This is an optimization exercise on Yosys and OpenROAD, whose aim is small area, a short achievable clock period and few clock cycles per item, not a production implementation. Only simulation tests tie the RTL to the original design; equivalence was not proved. No activity file was given, so power comes from the tool's default toggle rates.

--- constraint.sdc ---
create_clock -name core_clock -period 10.0 [get_ports {clk}]
set_input_delay 2.0000 -clock core_clock [delete_from_list [all_inputs] [get_ports {clk}]]
set_output_delay 2.0000 -clock core_clock [all_outputs]
set_load 0.01 [all_outputs]
--- config.mk ---
export PLATFORM = sky130hd
export DESIGN_NAME = Raptor64Mult
export DESIGN_NICKNAME = Raptor64Mult
export VERILOG_FILES = /design/flow/design.v
export SDC_FILE = /design/flow/constraint.sdc
export NUM_CORES = 4
export LEC_CHECK = 0
export CAP_MARGIN = 20
export CORE_MARGIN = 2
export CORE_UTILIZATION = 40
export SLEW_MARGIN = 20
--- run.sh ---
#!/bin/bash
# synth_recipe.tcl (not shown) runs the flow's synth.tcl, then flattens the netlist and writes it again
# the make line also repeats each setting of config.mk as NAME=value (left out here)
make -C /OpenROAD-flow-scripts/flow DESIGN_CONFIG=/design/flow/config.mk WORK_HOME=/design/flow/orfs CLKGATE_MAP_FILE= SYNTH_SCRIPT=/design/flow/synth_recipe.tcl finish
--- design.v ---
module Raptor64Mult(rst, clk, ld, sgn, isMuli, a, b, imm, o, done);
parameter SGNADJO=3'd2;
parameter MULT=3'd3;
parameter IDLE=3'd4;
parameter DONE=3'd5;
input clk;
input rst;
input ld;
input sgn;
input isMuli;
input [63:0] a;
input [63:0] b;
input [63:0] imm;
output [127:0] o;
reg [127:0] o;
output done;
reg [63:0] aa,bb;
reg so;
reg [2:0] state;
reg [7:0] cnt;
wire cnt_done = cnt==8'd0;
assign done = state==DONE;
reg ce1;
reg [127:0] prod;
wire [79:0] p1 = bb * aa[15:0] + prod[127:64];
always @(posedge clk)
if (rst) begin
	aa <= 64'd0;
	bb <= 64'd0;
	prod <= 128'd0;
	o <= 128'd0;
	state <= IDLE;
end
else
begin
if (!cnt_done)
	cnt <= cnt - 8'd1;
case(state)
IDLE:
	if (ld) begin
		if (sgn) begin
			aa <= a[63] ? -a : a;
			bb <= isMuli ? (imm[63] ? -imm : imm) :(b[63] ? -b : b);
			so <= isMuli ? a[63] ^ imm[63] : a[63] ^ b[63];
		end
		else begin
			aa <= a;
			bb <= isMuli ? imm : b;
			so <= 1'b0;
		end
		prod <= 128'd0;
		cnt <= 8'd4;
		state <= MULT;
	end
MULT:
	if (!cnt_done) begin
		aa <= {16'b0,aa[63:16]};
		prod <= {16'b0,prod[127:16]};
		prod[127:48] <= p1;
	end
	else begin
		if (sgn) begin
			if (so)
				o <= -prod;
			else
				o <= prod;
		end
		else
			o <= prod;
		state <= DONE;
	end
DONE:
	state <= IDLE;
endcase
end
endmodule
==> impl_metrics.env <==
export IMPL_dp_hpwl_um=145500
export IMPL_nets=8179
export IMPL_syn_area_per_cell_um2=8.049
export IMPL_wl_um=187400
export IMPL_outcome="no timing/DRC/antenna violations"
export IMPL_syn_nets=8180
export IMPL_drive_gt1_share_pct=2.656
export IMPL_cpMaxStageDelayCell="dfxtp_4"
export IMPL_synth_top_flop_cell="dfxtp_1"
export IMPL_seq_power_share_pct=37.4
export IMPL_synth_distinct_cells=86
export IMPL_fillers=13810
export IMPL_synthTopCellsByArea="fa_1, dfxtp_1, inv_1"
export IMPL_gp_routability_congestion=0.9572
export IMPL_power_w=0.005125
export IMPL_post_route_drc_count=0
export IMPL_fin_worst_skew_ns=0.04950
export IMPL_fin_crit_sh_pct=81.20
export IMPL_path_buf_inv=3
export IMPL_p_int_w=0.003199
export IMPL_drtIter0Drc=3503
export IMPL_clock_fmax_mhz=123.2
export IMPL_seq_area_mm2=0.008068
export IMPL_setup_viol=0
export IMPL_portBuffers=325
export IMPL_track_usage_pct=26.96
export IMPL_area_growth_pct=10.78
export IMPL_die_area_mm2=0.1417
export IMPL_grt_max_degree=211
export IMPL_cts_tree="built"
export IMPL_grt_overflow=0
export IMPL_viasPerCell=5.461
export IMPL_die_w_um=376.4
export IMPL_crit_chain="nand2_1 -> fa_1 -> inv_1 -> fa_1 -> fa_1 -> fa_1 -> fa_1 -> inv_1 -> fa_1 -> inv_1 -> ha_1 -> and4_1 -> nand2_1 -> nor3_1 -> o21ai_0 -> a21oi_1 -> o21ai_0 -> o311ai_0 -> xnor2_1 -> o21ai_0"
export IMPL_syn_inst=6893
export IMPL_synth_edf_count=9
export IMPL_max_vdd_ir_drop_mv=0.1123
export IMPL_cts_buffer_depth=3
export IMPL_switchingPower_w=0.001927
export IMPL_synth_commonest_cells="inv_1, nand2_1, fa_1"
export IMPL_fp_row_count=136
export IMPL_core_area_mm2=0.1375
export IMPL_dr_pass1_iters=6
export IMPL_cts_setup_buffers=0
export IMPL_antenna_found_initial=2
export IMPL_boundaryPins=326
export IMPL_worst_pin_slew_ns=1.080
export IMPL_p_comb_share_pct=26.9
export IMPL_p_per_area_mw_per_mm2=83.39
export IMPL_die_height_um=376.4
export IMPL_utilization_pct=44.70
export IMPL_grt_pass1_wl_um=297200
export IMPL_crit_fanout=65
export IMPL_crit_top_cell="fa_1"
export IMPL_hp_class="reg -> reg"
export IMPL_start_util_pct=40.35
export IMPL_vias=47640
export IMPL_ant_nets=0
export IMPL_multi_input_area_mm2=0.04139
export IMPL_fin_setup_tns_ns=0
export IMPL_netlist_area_mm2=0.05548
export IMPL_cp_top_family="adder cells"
export IMPL_yosysMostFrequentCell="inv_1"
export IMPL_swShare_pct=37.59
export IMPL_crit_type="reg -> reg"
export IMPL_ys_warn_count=1
export IMPL_start_kind="flop"
export IMPL_synth_top_area_share_pct=33.56
export IMPL_cts_sinks=396
export IMPL_synth_seq_cells=396
export IMPL_seq_area_frac_synth_pct=14.45
export IMPL_finalHoldViolations=0
export IMPL_slew_limit_headroom_pct=28.00
export IMPL_rsz0062_at_grt="no"
export IMPL_path_clk_slew_ns=0.07
export IMPL_yosysTopAreaCell="fa_1"
export IMPL_numCtsBuffers=47
export IMPL_ctsResizeCount=0
export IMPL_end_kind="flop"
export IMPL_worstSkewPairLatency_ns=0.68
export IMPL_clkPwrFrac_pct=35.8
export IMPL_cts_hold_fix_buffers=0
export IMPL_slew_viol_final=0
export IMPL_dp_slack_ns=2.094
export IMPL_worst_slack_ns=1.880
export IMPL_fin_crit_ns=8.120
export IMPL_grt_pass1_vias=50240
export IMPL_htreeDepth=2
export IMPL_async_flop_share_pct=0
export IMPL_worstPathRequired_ns=10.52
export IMPL_wl_per_cell_um=21.48
export IMPL_max_stage_delay_ns=1.02
export IMPL_cap_viol_max_count=0
export IMPL_cts_root_buf="clkbuf_16"
export IMPL_p_leak_nw=27.49
export IMPL_critPathArrivalTime_ns=8.64
-- per-stage QoR --
step / instance area, um^2 / hold slack [ns] / cells
detailed placement: 59820 / 0.4424 / 8636
CTS: 61440 / 0.4520 / 8721
global route: 61460 / 0.4734 / 8722
finish: 61460 / 0.4509 / 8724
global placement: 59820 / 0.4370 / 8636
floorplan: 55480 / 0.4240 / 6893
-- registers in the layout (all words and copies together), names as in the netlist --
| signal | flops |
|---|---|
| aa | 64 |
| bb | 64 |
| cnt | 8 |
| o | 128 |
| prod | 128 |
| so | 1 |
| state | 3 |
-- logic make-up (layout without fill, tap and decap cells) --
kind of cell | Yosys count | after routing | share of synthesized area (%)
AND/OR/NAND/NOR | 2337 | 2337 | 19.58
buffers and inverters | 1628 | 1663 | 11.03
adder cells (fa/ha/maj) | 1090 | 1090 | 37.17
AO/OA/AOI/OAI | 1080 | 1080 | 12.05
flip-flops | 396 | 396 | 14.45
XOR/XNOR | 358 | 358 | 5.652
multiplexers | 4 | 4 | 0.07217
other | 0 | 2 | 0
-- worst paths after layout --
check	cells after the start	to	start	slack, ns
worst max-delay path	20	prod[123]$_SDFFE_PP0P_	aa[11]$_SDFFE_PP0P_	1.88
worst min-delay path	2	o[124]$_SDFFE_PP0P_	o[124]$_SDFFE_PP0P_	0.45
worst max register to register	20	prod[123]$_SDFFE_PP0P_	aa[11]$_SDFFE_PP0P_	1.88
worst min register to register	2	o[124]$_SDFFE_PP0P_	o[124]$_SDFFE_PP0P_	0.45
-- tightest hold or removal path, delay by kind of cell (launching register included) --
family,cells,cell delay [ns]
DFF,1,0.31
and+or+nand+nor,1,0.05
AOI/OAI and AO/OA,1,0.05
-- layer usage --
metal,GRT usage (%),vias to the layer above,wire length [um]
met5,0,-,0
met4,13.07,0,10250
met3,3.108,411,9871
met2,46.58,1571,92780
met1,33.42,24120,74530
li1,-,21540,-
-- cells in the final DEF (no fill, tap or decap), types with 27 or more instances in the layout --
cell and count:
a211oi_1 86, a21o_1 58, a21oi_1 412, a22oi_1 41, a31oi_1 37, and2_1 349, and3_1 32, buf_4 39
clkbuf_16 48, clkdlybuf4s50_1 323, dfxtp_1 371, fa_1 930, ha_1 160, inv_1 1213, nand2_1 1162, nand3_1 135
nand4_1 41, nor2_1 317, nor3_1 82, nor4_1 37, o211ai_1 27, o21ai_0 217, o31ai_1 47, or3_1 54
xnor2_1 214, xor2_1 144
-- power groups by stage --
| stage | combinational, W | sequential (W) | clock [W] |
|---|---|---|---|
| global placement | 0.00137 | 0.00194 | 0 |
| detailed placement | 0.00138 | 0.00194 | 0 |
| finish | 0.00138 | 0.00191 | 0.00183 |
| CTS | 0.00138 | 0.00191 | 0.00186 |
| floorplan | 0.00102 | 0.00171 | 0 |
| global route | 0.00154 | 0.00192 | 0.00192 |
-- area by class of cell --
class / instances / area share [%]
antenna: 2 / 0.008143
inverter: 1213 / 7.408
clock buffer: 64 / 2.150
timing repair buffer: 365 / 5.826
tap: 1794 / 3.652
clock inverter: 21 / 0.4886
multi-input combinational: 4869 / 67.34
sequential: 396 / 13.13
Testbench counts, summed over its fixed seeds: cycles 16,800, items 2,400.

==> re-timing with driven ports <==
Ports are ideal in the flow. The routed layout listed here was re-timed in OpenROAD. Step 1, drivers: a clkbuf_16 drives clk and a buf_2 each remaining input, both assumed. Step 2 times the ports against the registers' clock, not the clock port: input delays grow and output delays shrink by t, the midpoint of the rising clock arrivals with the driver on. Three values: ideal ports, drivers, drivers and shift; two values: the first two.
t (ns): 0.727
slack for setup (ns): 1.880 / 1.880 / 1.880
hold slack, ns: 0.451 / 0.451 / 0.451
slew at the worst register clock pin (ns): 0.07 / 0.07
worst data-port slew with drivers (ns): 0.06
After both steps this run still meets setup and hold. The setup slack of this run moves by 0.000 ns with the drivers and by 0.000 ns with both steps.
